This is an optimization exercise on Yosys and OpenROAD, whose aim is small area, a short achievable clock period and few clock cycles per item, not a production implementation. In this exercise RTL edits were held to simulation tests only and were not proved equivalent to the original.

## R_CORDIC_Unit
module R_CORDIC_Unit (
    input signed [31:0]      i_data_1,
    input signed [31:0]      i_data_2,
    input signed [31:0]      angle,
    input                    en,
    input                    rst,
    input                    clk,
    output signed [31:0]     o_data_1,
    output signed [31:0]     o_data_2,
    output                   done_flag
);
    reg        busy, done;
    reg signed [31:0] bx, by, ba;
    reg        [4:0]  bc;          
    reg        [3:0]  sxl, sxh;    
    reg        [3:0]  syl, syh;    
    reg        [17:0] oh;          
    reg               fin;     
    reg               hold;    
    reg               sgx;     
    reg               sgy_n;   
    reg               sga_n;   
    wire m1 = oh[15];
    wire m2 = oh[16];
    wire m3 = oh[17];
    wire        fin_n  = !en && busy && (m1 || m2);
    wire        hold_n = !en && busy && m2;
    wire [3:0]  nl = en ? 4'd1 : {oh[2] | oh[6] | oh[10],
                                  oh[1] | oh[5] | oh[9]  | oh[13],
                                  oh[0] | oh[4] | oh[8]  | oh[12],
                                  oh[3] | oh[7] | oh[11]};
    wire [3:0]  nh = en ? 4'd1 : {oh[11] | oh[12] | oh[13],
                                  oh[7]  | oh[8]  | oh[9]  | oh[10],
                                  oh[3]  | oh[4]  | oh[5]  | oh[6],
                                  oh[0]  | oh[1]  | oh[2]};
    wire [31:0] t;
    LUT lut (.step(oh[14:0]), .value(t));
    wire c24  = bc[4] | (bc[3] & (bc[2] | (bc[1] & bc[0])));
    wire cinx = sgx | (fin & c24);
  ...
Size: ~2,100 cells after synthesis, about 140 flip-flops, ~160 I/O pins, roughly 18,000 um2 of cells after synthesis.
clock: 10.0 ns
lec_check: 0
cap_margin: 20
core_margin: 2
core_utilization: 60
cts_buf_list: sky130_fd_sc_hd__clkbuf_8
place_density: 0.7
slew_margin: 20
standard.sh (not shown) runs the stock make flow with config.mk's settings and CLKGATE_MAP_FILE= SYNTH_SCRIPT=/design/flow/synth_recipe.tcl, a recipe that flattens the netlist after the stock synthesis.
==> flow/flow/run.sh <==
#!/bin/bash
set -euo pipefail
export BUFFER_PORTS_ARGS="-buffer_cell sky130_fd_sc_hd__buf_1"
export SETUP_SLACK_MARGIN=5.5
bash standard.sh > standard.log 2>&1
Testbench counts at the start, summed over its fixed seeds: cycles 9,736, items 512.
Then changed:
==> flow/flow/run.sh (replaced) <==
#!/bin/bash
set -euo pipefail
export BUFFER_PORTS_ARGS="-buffer_cell sky130_fd_sc_hd__buf_1"
export SETUP_SLACK_MARGIN=5.75
bash standard.sh > standard.log 2>&1
Settings changed: PLACE_DENSITY 0.7 to 0.8.
The new run ran to the end with no violations.
Worst setup slack improves by 0.17 ns.
Cell area climbs by 1.0%.
Non-clock buffer count drops by 5.
Utilization climbs by 0.68 points.
Then changed:
Settings changed: CAP_MARGIN 20 to 5, PLACE_DENSITY 0.8 to 0.7, SLEW_MARGIN 20 to 5.
Via count went up by 1.3%. Worst setup slack improved by 0.0044 ns. Routed wire length went up by 1.2%. Register-to-register slack hardly moves. Final area grows by 0.38%. Hold slack is better by 0.0064 ns. Final cell count is unchanged. Die area is unchanged. Area after synthesis stays the same. Sequential share of layout area stays flat.
Then changed:
Settings changed: CAP_MARGIN 5 to 20, SLEW_MARGIN 5 to 20.
After rerunning: The new run went through all stages and came out clean. Hold slack stays the same. Count of clock-buffer cells in the layout does not change. Clock skew does not change. Sequential share of layout area does not change. Maximum frequency stays the same. Synthesized area stays the same. Core utilization stays the same. Via count does not change.

the previous run:
Another version of the RTL of R_CORDIC_Unit (not shown whole).
For scale: about 160 I/O pins.
==> flow/design.v (excerpt) <==
module R_CORDIC_Unit (
    input signed [31:0]      i_data_1,
    input signed [31:0]      i_data_2,
    input signed [31:0]      angle,
    input                    en,
    input                    rst,
    input                    clk,
    output signed [31:0]     o_data_1,
    output signed [31:0]     o_data_2,
    output                   done_flag
);
    reg        busy, done;
    reg  [4:0] cnt;
    reg signed [31:0] bx, by, ba;
    reg               bc;
    reg        [3:0]  shx;     
    reg        [3:0]  shy_n;   
    reg               fin;     
    wire m1 = cnt == 5'd15;
    wire m2 = cnt == 5'd16;
    wire m3 = cnt == 5'd17;
    wire [4:0]  cnt_n = en ? 5'd0 : busy ? cnt + 5'd1 : cnt;
    wire        fin_n = !en && busy && (m1 || m2);
    wire [31:0] t;
    LUT lut (.sel(cnt[3:0]), .value(t));
    wire neg  = ba[31];
    wire negx = neg & ~fin;
    wire cinx = negx | (fin & bc);
    wire signed [31:0] sx = bx >>> shx;
    wire signed [31:0] sy = by >>> ~shy_n;
    wire [31:0] nx, ny, na;
    add_sk add_x (.a(bx), .b(sy ^ {32{negx}}), .cin(cinx), .s(nx));
    add_sk add_y (.a(by), .b(sx ^ {32{~neg}}), .cin(~neg), .s(ny));
    add_sk add_a (.a(ba), .b(t  ^ {32{~neg}}), .cin(~neg), .s(na));
    wire [31:0] ks, kc;
    wire        kci;
    R_CORDIC gain (.x(ba), .s(ks), .c(kc), .cin(kci));
    always @(posedge clk or posedge rst) begin
        if (rst) begin
            busy <= 1'b0;
            done <= 1'b0;
            cnt  <= 5'd0;
        end else begin
            done <= busy && m3;
            cnt  <= cnt_n;
            if (en)
                busy <= 1'b1;
            else if (m3)
                busy <= 1'b0;
        end
    end
    always @(posedge clk) begin
        bc    <= kci;
        fin   <= fin_n;
        shx   <= cnt_n[3:0];
        shy_n <= fin_n ? 4'hF : ~cnt_n[3:0];
        if (en) begin
            bx <= i_data_1;
            by <= i_data_2;
            ba <= angle;
        end else if (m1 | m2) begin
            bx <= ks;
            by <= kc;
            ba <= m1 ? by : nx;
        end else begin
            bx <= nx;
  ...
make LEC_CHECK=0 CAP_MARGIN=20 CORE_MARGIN=2 CORE_UTILIZATION=60 PLACE_DENSITY=0.7 SETUP_SLACK_MARGIN=5 SLEW_MARGIN=20 finish   # period 10.0 ns
run.sh (not shown) runs the stock make flow with config.mk's settings and CLKGATE_MAP_FILE= SYNTH_SCRIPT=/design/flow/synth_recipe.tcl, a recipe that flattens the netlist after the stock synthesis.
Stock flow here: none of the scripts above is used.
Testbench counts of the previous run, summed over its fixed seeds: cycles 9,736, items 512.
Relative to the previous run, the following input files were edited for the current run:
==> flow/flow/run.sh (new file) <==
#!/bin/bash
# The standard layout; the only change is the cell used to buffer the
# ports (a plain buf_1 instead of the default choice). Every input and
# output port is still buffered. Make's output goes to standard.log.
set -euo pipefail
export BUFFER_PORTS_ARGS="-buffer_cell sky130_fd_sc_hd__buf_1"
bash standard.sh > standard.log 2>&1
==> flow/standard.sh (new file) <==
#!/bin/bash
# synth_recipe.tcl (not shown) runs the flow's synth.tcl, then flattens the netlist and writes it again
# the make line also repeats each setting of config.mk as NAME=value (left out here)
make -C /OpenROAD-flow-scripts/flow DESIGN_CONFIG=/design/flow/config.mk WORK_HOME=/design/flow/orfs CLKGATE_MAP_FILE= SYNTH_SCRIPT=/design/flow/synth_recipe.tcl "${@:-finish}"
removed: flow/run.sh
Results
- Detailed route, the current run vs the previous run: via total higher for the current run
- Both conditions hold for the current run: the flow ran to the end and the final layout passed the timing, DRC and antenna checks.
- Every stage of the flow completed for the previous run, and the final layout passed the timing, DRC and antenna checks.
- From the previous run to the current run, post-detailed-route count of antenna-violating nets did not move at all.
- Worst setup slack was lower in the current run than in the previous run.
- Changes observed in the current run relative to the previous run: placed instance count comparable; biggest fanout along the worst timing path saw a decrease; total area of multi-input combinational cells level.
- Measured against each other, the previous run and the current run differ in pin count of the biggest net entering global routing, the higher figure coming from the previous run.
- Worst hold slack was lower in the previous run than in the current run.

R_CORDIC_Unit again, from the RTL that the note above started with.
// R_CORDIC_Unit
module R_CORDIC_Unit (
    input signed [31:0]      i_data_1,
    input signed [31:0]      i_data_2,
    input signed [31:0]      angle,
    input                    en,
    input                    rst,
    input                    clk,
    output signed [31:0]     o_data_1,
    output signed [31:0]     o_data_2,
    output                   done_flag
);
make LEC_CHECK=0 CAP_MARGIN=20 CORE_MARGIN=2 CORE_UTILIZATION=75 PLACE_DENSITY=0.85 SETUP_SLACK_MARGIN=5 SLEW_MARGIN=20 finish   # period 10.0 ns
Stock flow here: none of the scripts above is used.
The first run ran to the end with no violations.
Testbench counts at the start, summed over its fixed seeds: cycles 9,736, items 512.
Edit:
==> flow/flow/run.sh (new file) <==
#!/bin/bash
set -euo pipefail
export BUFFER_PORTS_ARGS="-buffer_cell sky130_fd_sc_hd__buf_1"
export SETUP_SLACK_MARGIN=6
bash standard.sh > standard.log 2>&1
==> flow/standard.sh (new file) <==
#!/bin/bash
# synth_recipe.tcl (not shown) runs the flow's synth.tcl, then flattens the netlist and writes it again
# the make line also repeats each setting of config.mk as NAME=value (left out here)
make -C /OpenROAD-flow-scripts/flow DESIGN_CONFIG=/design/flow/config.mk WORK_HOME=/design/flow/orfs CLKGATE_MAP_FILE= SYNTH_SCRIPT=/design/flow/synth_recipe.tcl "${@:-finish}"
Settings changed: CORE_UTILIZATION 75 to 60, PLACE_DENSITY 0.85 to 0.7, SETUP_SLACK_MARGIN 5 to not set.
removed: flow/run.sh
After rerunning:
- hold slack degrades by 0.029 ns
- wire length went up by 2.5%
- count of clock-buffer cells in the layout went down by 1
- via count went down by 2.4%

## what the ideal ports hide
The flow's constraints put no driver on any port. The routed layouts listed below were extracted and timed again, unchanged, in two steps.
Step 1 assumes that a clkbuf_16 drives the clock port and a buf_2 every other input.
Step 2 moves the port delays by t, midway between the first and last clock arrival at a register: inputs arrive t later, outputs are due t later. That takes back most of the time a late clock gives input paths.
a / b / c = ideal / step 1 / step 2; a / b = the first two.
run	t (ns)	slack for setup (ns)	worst setup path after step 2	worst slew at a driven data input, ns	cell pins on the clock port's net
the first run of note 1	0.557	5.578 / 5.578 / 5.578	register to register	0.08	1
the second run of note 1	0.551	5.749 / 5.749 / 5.537	input to register	0.05	1
the third run of note 1	0.555	5.754 / 5.754 / 5.611	input to register	0.07	1
the fourth run of note 1	0.555	5.754 / 5.754 / 5.611	input to register	0.07	1
the previous run	0.502	5.209 / 5.209 / 5.079	input to register	0.06	1
the current run	0.480	5.185 / 5.185 / 5.185	register to register	0.06	1
the first run of note 3	0.487	4.965 / 4.965 / 4.965	register to register	0.07	1
the second run of note 3	0.506	5.676 / 5.676 / 5.676	register to register	0.05	1
After both steps every run listed still meets setup and hold. The setup slack of the second run of note 1, which loses most, moves by 0.000 ns with the drivers and by -0.212 ns with both steps.
